This is an optimization exercise on Yosys and OpenROAD, whose aim is a short achievable clock period and few clock cycles, not a production implementation.
RTL that was checked went through simulation tests only; none was proved equivalent to the original.
Power figures rest on the tool's default switching activity, not on a simulated workload.

Design core, start of the top module:
module core (
    input clk,
    input reset,
    output [11:0] imem_addr,
    input [15:0] imem_data,
    output wb_valid,
    output [2:0] wb_reg,
    output [15:0] wb_data
);
    localparam NT = 8;          
    reg [11:0] fa;              
    reg [11:0] fa_out;          
    reg [11:0] fa_cn;           
    reg        first;           
    reg        dv;              
    reg [11:0] dpc;             
    reg        dhit;            
    reg [3:0]  dmask;           
    reg        ev, e_alu, e_br;
    reg [2:0]  e_rx;
    reg [15:0] e_a, e_b;        
    reg [15:0] e_na, e_nb;      
    reg [15:0] e_bx;            
    reg        e_sub, e_ar;     
    reg [7:0]  e_op;            
    reg [1:0]  e_cond;
    reg [11:0] e_tgt, e_fall, e_pc;
    reg        e_hit;
    reg [3:0]  e_mask;
    reg        vv;              
    reg [3:0]  v_mask;
    reg [11:0] v_fall;
    reg        r_act, r_len;    
    reg [11:0] r_key;
    reg [3:0]  r_mask;
    reg        i_v;             
    reg [7:0]  i_sel;           
    reg        i_upd;           
    reg [11:0] i_key, i_del;
    reg [3:0]  i_mask;
    reg        w_vn;            
    wire       w_v = ~w_vn;
    reg [2:0]  w_rx;
    reg        k_v;
    reg [15:0] k_c;
    reg        k_chz;
    reg [15:0] R [0:7];
    reg [15:0] C;               
    reg        chz;             
    reg [15:0] wbd;             
    reg        wbv;
    reg [2:0]  wbr;
    reg          tv    [0:NT-1];
    reg [11:0]   tkey  [0:NT-1];
    reg [11:0]   tdel  [0:NT-1];    
    reg [3:0]    tmask [0:NT-1];
    reg [2:0]    tptr;        
    assign imem_addr = fa_out;
  ...
For scale: ~3600 cells after synthesis, about 680 flip-flops, roughly 50 I/O pins.
==> flow/config.mk <==
export PLATFORM = sky130hd
export DESIGN_NAME = core
export DESIGN_NICKNAME = core
export VERILOG_FILES = /design/flow/design.v
export SDC_FILE = /design/flow/constraint.sdc
export NUM_CORES = 4
export LEC_CHECK = 0
export ABC_AREA = 1
export CAP_MARGIN = 20
export CORE_MARGIN = 2
export CORE_UTILIZATION = 40
export SETUP_SLACK_MARGIN = 4.2
export SLEW_MARGIN = 20
export TNS_END_PERCENT = 100
==> flow/constraint.sdc <==
create_clock -name core_clock -period 6.0 [get_ports {clk}]
set_input_delay 1.2000 -clock core_clock [delete_from_list [all_inputs] [get_ports {clk}]]
set_output_delay 1.2000 -clock core_clock [all_outputs]
set_load 0.01 [all_outputs]
run.sh (not shown) runs the stock make flow with config.mk's settings and CLKGATE_MAP_FILE= SYNTH_SCRIPT=/design/flow/synth_recipe.tcl, a recipe that flattens the netlist after the stock synthesis.
Testbench counts at the start, summed over its fixed seeds: cycles 66,324.
Rerun with:
--- a/flow/design.v
+++ b/flow/design.v
@@ -176,34 +176,36 @@
     reg        i_upd;           
     reg [11:0] i_key, i_del;
     reg [3:0]  i_mask;
     reg        w_vn;            
     wire       w_v = ~w_vn;
     reg [2:0]  w_rx;
     reg        k_v;
     reg [15:0] k_c;
-    reg        k_chz;
+    reg        k_chz_n, k_c0_n;
     reg [15:0] R [0:7];
     reg [15:0] C;               
-    reg        chz;             
+    reg        chz_n;           
+    reg        c0_n;            
     reg [15:0] wbd;             
     reg        wbv;
     reg [2:0]  wbr;
     reg          tv    [0:NT-1];
     reg [11:0]   tkey  [0:NT-1];
     reg [11:0]   tdel  [0:NT-1];    
     reg [3:0]    tmask [0:NT-1];
     reg [2:0]    tptr;        
     assign imem_addr = fa_out;
     assign wb_valid  = wbv;
     assign wb_reg    = wbr;
     assign wb_data   = wbd;
-    wire c_hi0 = chz;
-    wire [3:0] ccls = {~c_hi0, c_hi0 & C[1] & ~C[0], c_hi0 & ~C[1] & C[0], c_hi0 & ~C[1] & ~C[0]};
+    wire c_hi0 = ~chz_n;
+    wire c_0   = ~c0_n;
+    wire [3:0] ccls = {~c_hi0, c_hi0 & C[1] & ~c_0, c_hi0 & ~C[1] & c_0, c_hi0 & ~C[1] & ~c_0};
     wire mis_v = vv & ~|(v_mask & ccls);
     wire [15:0] a = e_a;
     wire [15:0] b = e_b;
     wire [15:0] cy;
     wire        cy_out;
     bitty_carry16 u_cy (.a(a), .b(e_bx), .cin(e_sub), .c(cy), .cout(cy_out));
     wire [15:0] p_ab = a ^ e_bx;
     wire        ge, le;
@@ -282,32 +284,35 @@
             ev <= 1'b0;
             vv <= 1'b0;
             r_act <= 1'b0;
             i_v <= 1'b0;
             k_v <= 1'b0;
             w_vn <= 1'b1;
             for (i = 0; i < 8; i = i + 1) R[i] <= 16'h0001;
             C <= 16'h0001;
-            chz <= 1'b1;
+            chz_n <= 1'b0;
+            c0_n  <= 1'b0;
             wbv <= 1'b0;
             for (i = 0; i < NT; i = i + 1) tv[i] <= 1'b0;
             tptr <= 0;
         end else begin
             first  <= 1'b0;
             fa     <= first ? 12'd0 : fa_next;
             dv     <= ~mis & ~first;
             ev     <= dv & ~mis;
             wbv <= do_alu;
             if (ex_alu) begin
-                C   <= res;
-                chz <= hz;
+                C     <= res;
+                chz_n <= ~hz;
+                c0_n  <= ~res[0];
             end else if (k_v) begin
-                C   <= k_c;
-                chz <= k_chz;
+                C     <= k_c;
+                chz_n <= k_chz_n;
+                c0_n  <= k_c0_n;
             end
             k_v <= mis_v & ex_alu;
             w_vn <= ~do_alu;
             if (w_v) R[w_rx] <= C;
             vv     <= do_alu & e_hit;
             if (e_commit) r_act <= 1'b1;
             i_v <= install;
             if (i_v) begin
@@ -336,21 +341,22 @@
         e_tgt  <= imem_data[15:4];
         e_fall <= dpc + 12'd1;
         e_pc   <= dpc;
         e_hit  <= dhit;
         e_mask <= dmask;
         wbr    <= e_rx;
         fa_out <= first ? 12'd0 : fa_next;
         fa_cn  <= ~(first ? 12'd0 : fa_next);
-        if (ex_alu) wbd <= res;
+        wbd    <= res;      
         v_mask <= e_mask;
         v_fall <= e_fall;
         k_c    <= C;
-        k_chz  <= chz;
+        k_chz_n <= chz_n;
+        k_c0_n  <= c0_n;
         w_rx   <= e_rx;
         i_key  <= r_key;
         i_del  <= e_pc ^ (r_key + 12'd1);
         i_mask <= r_mask;
         i_sel  <= wsel;
         i_upd  <= upd;
         if (i_v) begin
             for (i = 0; i < NT; i = i + 1)
Cell area went down by 1.5%.
Sequential share of layout area went up by 0.27 points.
Critical path depth does not change.
Worst setup slack improved by 0.077 ns.
Clock power went down by about 2%.
Total power went down by about 2.3%.
Sequential power went up by about 0.7%.
Hold slack barely changes.
Combinational power went down by about 8%.
Synthesized cell count went up by about 2.4%.
Testbench counts after the change, summed over its fixed seeds: cycles 66,324.

---

core, a different RTL version from the one above (not shown whole).
Size: ~2700 cells after synthesis, ~50 I/O pins, roughly 31000 sq um of cells after synthesis.
==> flow/config.mk <==
export PLATFORM = sky130hd
export DESIGN_NAME = core
export DESIGN_NICKNAME = core
export VERILOG_FILES = /design/flow/design.v
export SDC_FILE = /design/flow/constraint.sdc
export NUM_CORES = 4
export LEC_CHECK = 0
export CAP_MARGIN = 20
export CORE_MARGIN = 2
export CORE_UTILIZATION = 40
export SETUP_SLACK_MARGIN = 3.5
export SLEW_MARGIN = 20
export SYNTH_HIERARCHICAL = 1
export SYNTH_MINIMUM_KEEP_SIZE = 0
export TNS_END_PERCENT = 100
==> flow/constraint.sdc <==
create_clock -name core_clock -period 6.0 [get_ports {clk}]
set_input_delay 1.2000 -clock core_clock [delete_from_list [all_inputs] [get_ports {clk}]]
set_output_delay 1.2000 -clock core_clock [all_outputs]
set_load 0.01 [all_outputs]
Testbench counts at the start, summed over its fixed seeds: cycles 66,324.
Then changed:
--- a/flow/design.v
+++ b/flow/design.v
@@ -95,24 +95,32 @@
             if (i >= 8) begin : a4
                 assign g4[i] = g3[i] | (p3[i] & g3[i-8]);
                 assign p4[i] = p3[i] & p3[i-8];
             end else begin : b4
                 assign g4[i] = g3[i];
                 assign p4[i] = p3[i];
             end
         end
     endgenerate
     assign c    = {g4[14:0], cin};
     assign cout = g4[15];
 endmodule
+module bitty_csel16 (
+    input  [15:0] c,
+    input  [15:0] x1,
+    input  [15:0] x0,
+    output [15:0] y
+);
+    assign y = (c & x1) | (~c & x0);
+endmodule
 module bitty_geq16 (
     input  [15:0] x,
     input  [15:0] y,
     output        cout
 );
     wire [15:0] g0 = x & y;
     wire [15:0] p0 = x | y;
     wire [7:0] g1, p1;
     wire [3:0] g2, p2;
     wire [1:0] g3, p3;
     genvar i;
     generate
@@ -208,25 +216,26 @@
     wire        b_big = |b[15:4];
     wire [15:0] r_shl = b_big ? 16'd0 : (a << b[3:0]);
     wire [15:0] r_shr = b_big ? 16'd0 : (a >> b[3:0]);
     wire [15:0] r_cmp = {14'd0, ~ge, ~le};
     wire [15:0] oth = ({16{e_op[2]}} & (a & b))
                     | ({16{e_op[3]}} & (a | b))
                     | ({16{e_op[4]}} & (a ^ b))
                     | ({16{e_op[5]}} & r_shl)
                     | ({16{e_op[6]}} & r_shr)
                     | ({16{e_op[7]}} & r_cmp);
     wire [15:0] res0 = ({16{e_ar}} &  p_ab) | oth;    
     wire [15:0] res1 = ({16{e_ar}} & ~p_ab) | oth;    
-    wire [15:0] res  = (cy & res1) | (~cy & res0);
+    wire [15:0] res;
+    bitty_csel16 u_res (.c(cy), .x1(res1), .x0(res0), .y(res));
     wire e_commit = ev & ~mis_v;
     wire do_alu   = e_commit & e_alu;
     wire ex_alu   = ev & e_alu;       
     wire [3:0] cond_oh = 4'd1 << e_cond;
     wire taken   = e_br & |(cond_oh[2:0] & ccls[2:0]);
     wire e_ok    = |(e_mask & ccls);
     wire mis_e   = e_commit & ~e_alu & (e_hit ? ~e_ok : taken);
     wire mis     = mis_v | mis_e;
     wire [11:0] raddr = mis_v ? v_fall : (taken ? e_tgt : e_fall);
     wire [3:0] k_br  = ~e_br ? 4'b1111 : (taken ? cond_oh : ~cond_oh);
     wire [3:0] k_grp = k_br & ((e_hit & e_ok) ? e_mask : 4'b1111);
     reg  [NT-1:0] m;            
@@ -258,24 +267,30 @@
     wire       fwd_b = ex_wr & (e_rx == ry) & ~fmt[0];
     wire [15:0] ra   = (w_v & (w_rx == rx)) ? C : R[rx];
     wire [15:0] rb   = fmt[0] ? {8'd0, imem_data[12:5]} : (w_v & (w_rx == ry)) ? C : R[ry];
     wire [15:0] d_a  = fwd_a ? res : ra;
     wire [15:0] d_b  = fwd_b ? res : rb;
     wire       d_sub = (d_opc == 3'd1) | (d_opc == 3'd7);
     wire [15:0] a1   = fwd_a ? res1 : ra;
     wire [15:0] a0   = fwd_a ? res0 : ra;
     wire [15:0] b1   = fwd_b ? res1 : rb;
     wire [15:0] b0   = fwd_b ? res0 : rb;
     wire [15:0] bx1  = b1 ^ {16{d_sub}};
     wire [15:0] bx0  = b0 ^ {16{d_sub}};
+    wire [15:0] d_a_c, d_b_c, d_na_c, d_nb_c, d_bx_c;
+    bitty_csel16 u_da  (.c(cy), .x1(a1),   .x0(a0),   .y(d_a_c));
+    bitty_csel16 u_db  (.c(cy), .x1(b1),   .x0(b0),   .y(d_b_c));
+    bitty_csel16 u_dna (.c(cy), .x1(~a1),  .x0(~a0),  .y(d_na_c));
+    bitty_csel16 u_dnb (.c(cy), .x1(~b1),  .x0(~b0),  .y(d_nb_c));
+    bitty_csel16 u_dbx (.c(cy), .x1(bx1),  .x0(bx0),  .y(d_bx_c));
     integer i;
     always @(posedge clk or posedge reset) begin
         if (reset) begin
             fa <= 12'd0; dv <= 1'b0; first <= 1'b1;
             ev <= 1'b0;
             vv <= 1'b0;
             r_act <= 1'b0;
             i_v <= 1'b0;
             k_v <= 1'b0;
             w_v <= 1'b0;
             for (i = 0; i < 8; i = i + 1) R[i] <= 16'h0001;
             C <= 16'h0001;
@@ -303,29 +318,29 @@
                     if (i_sel[i]) tv[i] <= 1'b1;
                 if (!i_upd) tptr <= tptr + 1'b1;
             end
         end
     end
     always @(posedge clk) begin
         dpc    <= fa;
         dhit   <= hit;
         dmask  <= t_mask;
         e_alu  <= ~fmt[1];
         e_br   <= (fmt == 2'b10) & (imem_data[3:2] != 2'b11);
         e_rx   <= rx;
-        e_a    <= (cy & a1) | (~cy & a0);
-        e_b    <= (cy & b1) | (~cy & b0);
-        e_nb   <= ~((cy & b1) | (~cy & b0));
-        e_na   <= ~((cy & a1) | (~cy & a0));
-        e_bx   <= (cy & bx1) | (~cy & bx0);
+        e_a    <= d_a_c;
+        e_b    <= d_b_c;
+        e_nb   <= d_nb_c;
+        e_na   <= d_na_c;
+        e_bx   <= d_bx_c;
         e_sub  <= d_sub;
         e_ar   <= ~d_opc[2] & ~d_opc[1];
         e_op   <= 8'd1 << d_opc;
         e_cond <= imem_data[3:2];
         e_tgt  <= imem_data[15:4];
         e_fall <= dpc + 12'd1;
         e_pc   <= dpc;
         e_hit  <= dhit;
         e_mask <= dmask;
         wbr    <= e_rx;
         fa_out <= first ? 12'd0 : fa_next;
         if (ex_alu) wbd <= res;
Result:
- worst setup slack improves by 180 ps
- clock-buffer cell count shrinks by 2
- synthesized cell count went up by roughly a tenth
- power is higher by about a fifth
- die area rises by a little under a tenth
- clock power shrinks slightly
- design area went up by roughly a tenth
- final cell count goes up by roughly a tenth
- via count climbs by roughly a tenth
- routed wire length went up by roughly a tenth
- register-to-register slack improves by 180 ps
- maximum frequency increases by a few percent
Only the layout flow was run in the second run of this note; the RTL was not checked for function there.

---

The RTL this note starts from:
==> flow/design.v <==
module bitty_add16 (
    input  [15:0] a,
    input  [15:0] b,
    input         cin,
    output [15:0] s,
    output        cout
);
    wire [15:0] p = a ^ b;
    wire [15:0] g0 = a & b;
    wire [15:0] g1, p1, g2, p2, g3, p3, g4, p4;
    wire [15:0] gi = {g0[15:1], g0[0] | (p[0] & cin)};
    genvar i;
    generate
        for (i = 0; i < 16; i = i + 1) begin : l1
            if (i >= 1) begin : a1
                assign g1[i] = gi[i] | (p[i] & gi[i-1]);
                assign p1[i] = p[i] & p[i-1];
            end else begin : b1
                assign g1[i] = gi[i];
                assign p1[i] = p[i];
            end
        end
        for (i = 0; i < 16; i = i + 1) begin : l2
            if (i >= 2) begin : a2
                assign g2[i] = g1[i] | (p1[i] & g1[i-2]);
                assign p2[i] = p1[i] & p1[i-2];
            end else begin : b2
                assign g2[i] = g1[i];
                assign p2[i] = p1[i];
            end
        end
        for (i = 0; i < 16; i = i + 1) begin : l3
            if (i >= 4) begin : a3
                assign g3[i] = g2[i] | (p2[i] & g2[i-4]);
                assign p3[i] = p2[i] & p2[i-4];
            end else begin : b3
                assign g3[i] = g2[i];
                assign p3[i] = p2[i];
            end
        end
        for (i = 0; i < 16; i = i + 1) begin : l4
            if (i >= 8) begin : a4
                assign g4[i] = g3[i] | (p3[i] & g3[i-8]);
                assign p4[i] = p3[i] & p3[i-8];
            end else begin : b4
                assign g4[i] = g3[i];
                assign p4[i] = p3[i];
            end
        end
    endgenerate
    assign s    = p ^ {g4[14:0], cin};
    assign cout = g4[15];
endmodule
module bitty_carry16 (
    input  [15:0] a,
    input  [15:0] b,
    input         cin,
    output [15:0] c,
    output        cout
);
    wire [15:0] p = a ^ b;
    wire [15:0] g0 = a & b;
    wire [15:0] g1, p1, g2, p2, g3, p3, g4, p4;
    wire [15:0] gi = {g0[15:1], g0[0] | (p[0] & cin)};
    genvar i;
    generate
        for (i = 0; i < 16; i = i + 1) begin : l1
            if (i >= 1) begin : a1
                assign g1[i] = gi[i] | (p[i] & gi[i-1]);
                assign p1[i] = p[i] & p[i-1];
            end else begin : b1
                assign g1[i] = gi[i];
                assign p1[i] = p[i];
            end
        end
        for (i = 0; i < 16; i = i + 1) begin : l2
            if (i >= 2) begin : a2
                assign g2[i] = g1[i] | (p1[i] & g1[i-2]);
                assign p2[i] = p1[i] & p1[i-2];
            end else begin : b2
                assign g2[i] = g1[i];
                assign p2[i] = p1[i];
            end
        end
        for (i = 0; i < 16; i = i + 1) begin : l3
            if (i >= 4) begin : a3
                assign g3[i] = g2[i] | (p2[i] & g2[i-4]);
                assign p3[i] = p2[i] & p2[i-4];
            end else begin : b3
                assign g3[i] = g2[i];
                assign p3[i] = p2[i];
            end
        end
        for (i = 0; i < 16; i = i + 1) begin : l4
            if (i >= 8) begin : a4
                assign g4[i] = g3[i] | (p3[i] & g3[i-8]);
                assign p4[i] = p3[i] & p3[i-8];
            end else begin : b4
                assign g4[i] = g3[i];
                assign p4[i] = p3[i];
            end
        end
    endgenerate
    assign c    = {g4[14:0], cin};
    assign cout = g4[15];
endmodule
module bitty_geq16 (
    input  [15:0] x,
    input  [15:0] y,
    output        cout
);
    wire [15:0] g0 = x & y;
    wire [15:0] p0 = x | y;
    wire [7:0] g1, p1;
    wire [3:0] g2, p2;
    wire [1:0] g3, p3;
    genvar i;
    generate
        for (i = 0; i < 8; i = i + 1) begin : l1
            if (i == 0) begin : c0
                assign g1[i] = g0[1] | (p0[1] & (g0[0] | p0[0]));
                assign p1[i] = 1'b0;
            end else begin : cn
                assign g1[i] = g0[2*i+1] | (p0[2*i+1] & g0[2*i]);
                assign p1[i] = p0[2*i+1] & p0[2*i];
            end
        end
        for (i = 0; i < 4; i = i + 1) begin : l2
            assign g2[i] = g1[2*i+1] | (p1[2*i+1] & g1[2*i]);
            assign p2[i] = p1[2*i+1] & p1[2*i];
        end
        for (i = 0; i < 2; i = i + 1) begin : l3
            assign g3[i] = g2[2*i+1] | (p2[2*i+1] & g2[2*i]);
            assign p3[i] = p2[2*i+1] & p2[2*i];
        end
    endgenerate
    assign cout = g3[1] | (p3[1] & g3[0]);
endmodule
module core (
    input clk,
    input reset,
    output [11:0] imem_addr,
    input [15:0] imem_data,
    output wb_valid,
    output [2:0] wb_reg,
    output [15:0] wb_data
);
    localparam NT = 8;          
    reg [11:0] fa;              
    reg        dv;              
    reg [11:0] dpc;             
    reg        dhit;            
    reg [3:0]  dmask;           
    reg        ev, e_alu, e_br;
    reg [2:0]  e_rx;
    reg [15:0] e_a, e_b;        
    reg [15:0] e_na, e_nb;      
    reg [15:0] e_bx;            
    reg        e_sub, e_ar;     
    reg [7:0]  e_op;            
    reg [1:0]  e_cond;
    reg [11:0] e_tgt, e_fall, e_pc;
    reg        e_hit;
    reg [3:0]  e_mask;
    reg        vv;              
    reg [3:0]  v_mask;
    reg [11:0] v_fall;
    reg        r_act, r_len;    
    reg [11:0] r_key;
    reg [3:0]  r_mask;
    reg        i_v;             
    reg [7:0]  i_sel;           
    reg        i_upd;           
    reg [11:0] i_key, i_del;
    reg [3:0]  i_mask;
    reg        w_v;
    reg [2:0]  w_rx;
    reg        k_v;
    reg [15:0] k_c;
    reg [15:0] R [0:7];
    reg [15:0] C;               
    reg        wbv;
    reg [2:0]  wbr;
    reg          tv    [0:NT-1];
    reg [11:0]   tkey  [0:NT-1];
    reg [11:0]   tdel  [0:NT-1];    
    reg [3:0]    tmask [0:NT-1];
    reg [2:0]    tptr;        
    assign imem_addr = fa;
    assign wb_valid  = wbv;
    assign wb_reg    = wbr;
    assign wb_data   = C;
    wire c_hi0 = ~|C[15:2];
    wire [3:0] ccls = {~c_hi0, c_hi0 & C[1] & ~C[0], c_hi0 & ~C[1] & C[0], c_hi0 & ~C[1] & ~C[0]};
    wire mis_v = vv & ~|(v_mask & ccls);
    wire [15:0] a = e_a;
    wire [15:0] b = e_b;
    wire [15:0] cy;
    wire        cy_out;
    bitty_carry16 u_cy (.a(a), .b(e_bx), .cin(e_sub), .c(cy), .cout(cy_out));
    wire [15:0] p_ab = a ^ e_bx;
    wire        ge, le;
    bitty_geq16 u_ge (.x(a), .y(e_nb), .cout(ge));    
    bitty_geq16 u_le (.x(b), .y(e_na), .cout(le));    
    wire        b_big = |b[15:4];
    wire [15:0] r_shl = b_big ? 16'd0 : (a << b[3:0]);
    wire [15:0] r_shr = b_big ? 16'd0 : (a >> b[3:0]);
    wire [15:0] r_cmp = {14'd0, ~ge, ~le};
    wire [15:0] oth = ({16{e_op[2]}} & (a & b))
                    | ({16{e_op[3]}} & (a | b))
                    | ({16{e_op[4]}} & (a ^ b))
                    | ({16{e_op[5]}} & r_shl)
                    | ({16{e_op[6]}} & r_shr)
                    | ({16{e_op[7]}} & r_cmp);
    wire [15:0] res0 = ({16{e_ar}} &  p_ab) | oth;    
    wire [15:0] res1 = ({16{e_ar}} & ~p_ab) | oth;    
    wire [15:0] res  = (cy & res1) | (~cy & res0);
    wire e_commit = ev & ~mis_v;
    wire do_alu   = e_commit & e_alu;
    wire ex_alu   = ev & e_alu;       
    wire [3:0] cond_oh = 4'd1 << e_cond;
    wire taken   = e_br & |(cond_oh[2:0] & ccls[2:0]);
    wire e_ok    = |(e_mask & ccls);
    wire mis_e   = e_commit & ~e_alu & (e_hit ? ~e_ok : taken);
    wire mis     = mis_v | mis_e;
    wire [11:0] raddr = mis_v ? v_fall : (taken ? e_tgt : e_fall);
    wire [3:0] k_br  = ~e_br ? 4'b1111 : (taken ? cond_oh : ~cond_oh);
    wire [3:0] k_grp = k_br & ((e_hit & e_ok) ? e_mask : 4'b1111);
    reg  [NT-1:0] m;            
    reg  [NT-1:0] u;            
    reg  [11:0]   t_del;
    reg  [3:0]    t_mask;
    integer k;
    always @(*) begin
        t_del = 12'd0;
        t_mask = 4'd0;
        for (k = 0; k < NT; k = k + 1) begin
            m[k] = tv[k] & (tkey[k] == fa);
            u[k] = tv[k] & (tkey[k] == r_key);
            t_del = t_del | ({12{m[k]}} & tdel[k]);
            t_mask = t_mask | ({4{m[k]}} & tmask[k]);
        end
    end
    wire        hit  = |m;
    wire [11:0] fa_next = mis ? raddr : (fa + 12'd1) ^ t_del;
    wire          install = e_commit & e_alu & r_act & r_len;
    wire          upd     = |u;
    wire [NT-1:0] wsel    = upd ? u : (8'd1 << tptr);
    wire [1:0] fmt = imem_data[1:0];
    wire [2:0] rx  = imem_data[15:13];
    wire [2:0] ry  = imem_data[12:10];
    wire [2:0] d_opc = imem_data[4:2];
    wire       ex_wr = ev & e_alu;    
    wire       fwd_a = ex_wr & (e_rx == rx);
    wire       fwd_b = ex_wr & (e_rx == ry) & ~fmt[0];
    wire [15:0] ra   = (w_v & (w_rx == rx)) ? C : R[rx];
    wire [15:0] rb   = fmt[0] ? {8'd0, imem_data[12:5]} : (w_v & (w_rx == ry)) ? C : R[ry];
    wire [15:0] d_a  = fwd_a ? res : ra;
    wire [15:0] d_b  = fwd_b ? res : rb;
    wire       d_sub = (d_opc == 3'd1) | (d_opc == 3'd7);
    wire [15:0] a1   = fwd_a ? res1 : ra;
    wire [15:0] a0   = fwd_a ? res0 : ra;
    wire [15:0] b1   = fwd_b ? res1 : rb;
    wire [15:0] b0   = fwd_b ? res0 : rb;
    wire [15:0] bx1  = b1 ^ {16{d_sub}};
    wire [15:0] bx0  = b0 ^ {16{d_sub}};
    integer i;
    always @(posedge clk or posedge reset) begin
        if (reset) begin
            fa <= 12'd0; dv <= 1'b0;
            ev <= 1'b0;
            vv <= 1'b0;
            r_act <= 1'b0;
            i_v <= 1'b0;
            k_v <= 1'b0;
            w_v <= 1'b0;
            for (i = 0; i < 8; i = i + 1) R[i] <= 16'h0001;
            C <= 16'h0001;
            wbv <= 1'b0;
            for (i = 0; i < NT; i = i + 1) tv[i] <= 1'b0;
            tptr <= 0;
        end else begin
            fa     <= fa_next;
            dv     <= ~mis;
            ev     <= dv & ~mis;
            wbv <= do_alu;
            if (ex_alu)
                C <= res;
            else if (k_v)
                C <= k_c;
            k_v <= mis_v & ex_alu;
            w_v <= do_alu;
            if (w_v) R[w_rx] <= C;
            vv     <= do_alu & e_hit;
            if (e_commit) r_act <= 1'b1;
            i_v <= install;
            if (i_v) begin
                for (i = 0; i < NT; i = i + 1)
                    if (i_sel[i]) tv[i] <= 1'b1;
                if (!i_upd) tptr <= tptr + 1'b1;
            end
        end
    end
    always @(posedge clk) begin
        dpc    <= fa;
        dhit   <= hit;
        dmask  <= t_mask;
        e_alu  <= ~fmt[1];
        e_br   <= (fmt == 2'b10) & (imem_data[3:2] != 2'b11);
        e_rx   <= rx;
        e_a    <= (cy & a1) | (~cy & a0);
        e_b    <= (cy & b1) | (~cy & b0);
        e_nb   <= ~((cy & b1) | (~cy & b0));
        e_na   <= ~((cy & a1) | (~cy & a0));
        e_bx   <= (cy & bx1) | (~cy & bx0);
        e_sub  <= d_sub;
        e_ar   <= ~d_opc[2] & ~d_opc[1];
        e_op   <= 8'd1 << d_opc;
        e_cond <= imem_data[3:2];
        e_tgt  <= imem_data[15:4];
        e_fall <= dpc + 12'd1;
        e_pc   <= dpc;
        e_hit  <= dhit;
        e_mask <= dmask;
        wbr    <= e_rx;
        v_mask <= e_mask;
        v_fall <= e_fall;
        k_c    <= C;
        w_rx   <= e_rx;
        i_key  <= r_key;
        i_del  <= e_pc ^ (r_key + 12'd1);
        i_mask <= r_mask;
        i_sel  <= wsel;
        i_upd  <= upd;
        if (i_v) begin
            for (i = 0; i < NT; i = i + 1)
                if (i_sel[i]) begin
                    tkey[i]  <= i_key;
                    tdel[i]  <= i_del;
                    tmask[i] <= i_mask;
                end
        end
        if (e_commit) begin
            if (e_alu) begin
                r_len  <= 1'b0;
                r_key  <= e_pc;
                r_mask <= 4'b1111;
            end else begin
                r_len  <= 1'b1;
                if (!r_act) r_key <= e_pc;
                r_mask <= (r_act ? r_mask : 4'b1111) & k_grp;
            end
        end
    end
endmodule
==> flow/config.mk <==
export PLATFORM = sky130hd
export DESIGN_NAME = core
export DESIGN_NICKNAME = core
export VERILOG_FILES = /design/flow/design.v
export SDC_FILE = /design/flow/constraint.sdc
export NUM_CORES = 4
export LEC_CHECK = 0
export ABC_AREA = 1
export CAP_MARGIN = 20
export CORE_MARGIN = 2
export CORE_UTILIZATION = 40
export SETUP_SLACK_MARGIN = 3.5
export SLEW_MARGIN = 20
export TNS_END_PERCENT = 100
==> flow/constraint.sdc <==
create_clock -name core_clock -period 6.0 [get_ports {clk}]
set_input_delay 1.2000 -clock core_clock [delete_from_list [all_inputs] [get_ports {clk}]]
set_output_delay 1.2000 -clock core_clock [all_outputs]
set_load 0.01 [all_outputs]
The first run completed with no timing, DRC or antenna violations.
Testbench counts at the start, summed over its fixed seeds: cycles 66,292.
Rerun with:
--- a/flow/design.v
+++ b/flow/design.v
@@ -145,10 +145,13 @@
     output [2:0] wb_reg,
     output [15:0] wb_data
 );
     localparam NT = 8;          
     reg [11:0] fa;              
+    reg [11:0] fa_out;          
+    reg [11:0] fa_cn;           
+    reg        first;           
     reg        dv;              
     reg [11:0] dpc;             
     reg        dhit;            
     reg [3:0]  dmask;           
     reg        ev, e_alu, e_br;
@@ -171,27 +174,29 @@
     reg        i_v;             
     reg [7:0]  i_sel;           
     reg        i_upd;           
     reg [11:0] i_key, i_del;
     reg [3:0]  i_mask;
-    reg        w_v;
+    reg        w_vn;            
+    wire       w_v = ~w_vn;
     reg [2:0]  w_rx;
     reg        k_v;
     reg [15:0] k_c;
     reg [15:0] R [0:7];
     reg [15:0] C;               
+    reg [15:0] wbd;             
     reg        wbv;
     reg [2:0]  wbr;
     reg          tv    [0:NT-1];
     reg [11:0]   tkey  [0:NT-1];
     reg [11:0]   tdel  [0:NT-1];    
     reg [3:0]    tmask [0:NT-1];
     reg [2:0]    tptr;        
-    assign imem_addr = fa;
+    assign imem_addr = fa_out;
     assign wb_valid  = wbv;
     assign wb_reg    = wbr;
-    assign wb_data   = C;
+    assign wb_data   = wbd;
     wire c_hi0 = ~|C[15:2];
     wire [3:0] ccls = {~c_hi0, c_hi0 & C[1] & ~C[0], c_hi0 & ~C[1] & C[0], c_hi0 & ~C[1] & ~C[0]};
     wire mis_v = vv & ~|(v_mask & ccls);
     wire [15:0] a = e_a;
     wire [15:0] b = e_b;
@@ -233,11 +238,11 @@
     integer k;
     always @(*) begin
         t_del = 12'd0;
         t_mask = 4'd0;
         for (k = 0; k < NT; k = k + 1) begin
-            m[k] = tv[k] & (tkey[k] == fa);
+            m[k] = tv[k] & (tkey[k] == ~fa_cn);
             u[k] = tv[k] & (tkey[k] == r_key);
             t_del = t_del | ({12{m[k]}} & tdel[k]);
             t_mask = t_mask | ({4{m[k]}} & tmask[k]);
         end
     end
@@ -265,33 +270,34 @@
     wire [15:0] bx1  = b1 ^ {16{d_sub}};
     wire [15:0] bx0  = b0 ^ {16{d_sub}};
     integer i;
     always @(posedge clk or posedge reset) begin
         if (reset) begin
-            fa <= 12'd0; dv <= 1'b0;
+            fa <= 12'd0; dv <= 1'b0; first <= 1'b1;
             ev <= 1'b0;
             vv <= 1'b0;
             r_act <= 1'b0;
             i_v <= 1'b0;
             k_v <= 1'b0;
-            w_v <= 1'b0;
+            w_vn <= 1'b1;
             for (i = 0; i < 8; i = i + 1) R[i] <= 16'h0001;
             C <= 16'h0001;
             wbv <= 1'b0;
             for (i = 0; i < NT; i = i + 1) tv[i] <= 1'b0;
             tptr <= 0;
         end else begin
-            fa     <= fa_next;
-            dv     <= ~mis;
+            first  <= 1'b0;
+            fa     <= first ? 12'd0 : fa_next;
+            dv     <= ~mis & ~first;
             ev     <= dv & ~mis;
             wbv <= do_alu;
             if (ex_alu)
                 C <= res;
             else if (k_v)
                 C <= k_c;
             k_v <= mis_v & ex_alu;
-            w_v <= do_alu;
+            w_vn <= ~do_alu;
             if (w_v) R[w_rx] <= C;
             vv     <= do_alu & e_hit;
             if (e_commit) r_act <= 1'b1;
             i_v <= install;
             if (i_v) begin
@@ -321,10 +327,13 @@
         e_fall <= dpc + 12'd1;
         e_pc   <= dpc;
         e_hit  <= dhit;
         e_mask <= dmask;
         wbr    <= e_rx;
+        fa_out <= first ? 12'd0 : fa_next;
+        fa_cn  <= ~(first ? 12'd0 : fa_next);
+        if (ex_alu) wbd <= res;
         v_mask <= e_mask;
         v_fall <= e_fall;
         k_c    <= C;
         w_rx   <= e_rx;
         i_key  <= r_key;
Effect: Setup slack improves by 0.16 ns. Design area came out lower by 2.7%. Total power came out lower by 24%. Die area came out lower by 1.2%. Non-clock buffer count came out lower by 76.
Testbench counts after the change, summed over its fixed seeds: cycles 66,324.

==> re-timing with driven ports <==
In the flow no input, the clock included, has a driving cell. The finished layouts below were timed again as built, in two steps.
Step 1 sets driving cells, clkbuf_16 on the clock port and buf_2 on the other inputs (assumed; they add their load-dependent delay and slew).
Step 2 times the ports against the registers' clock, not the clock port: input delays grow and output delays shrink by t, the midpoint of the rising clock arrivals with the driver on.
a / b / c = no drivers / after step 1 / after step 2; a / b = the first two.
| run | t (ns) | setup slack, ns | worst hold slack (ns) |
|---|---|---|---|
| the first run of note 1 | 0.694 | 3.603 / 3.539 / 2.965 | 0.327 / 0.327 / 0.327 |
| the second run of note 1 | 0.683 | 3.680 / 3.578 / 2.895 | 0.327 / 0.327 / 0.327 |
| the first run of note 2 | 0.681 | 2.990 / 2.990 / 2.484 | 0.326 / 0.326 / 0.326 |
| the second run of note 2 | 0.682 | 3.173 / 3.068 / 2.386 | 0.328 / 0.328 / 0.328 |
| the first run of note 3 | 0.695 | 3.382 / 3.315 / 2.826 | 0.323 / 0.323 / 0.323 |
| the second run of note 3 | 0.681 | 3.543 / 3.482 / 2.831 | 0.329 / 0.329 / 0.329 |
After both steps every run listed still meets setup and hold. For the second run of note 2, which loses most, drivers alone change the setup slack by -0.105 ns; drivers and shift together by -0.787 ns.
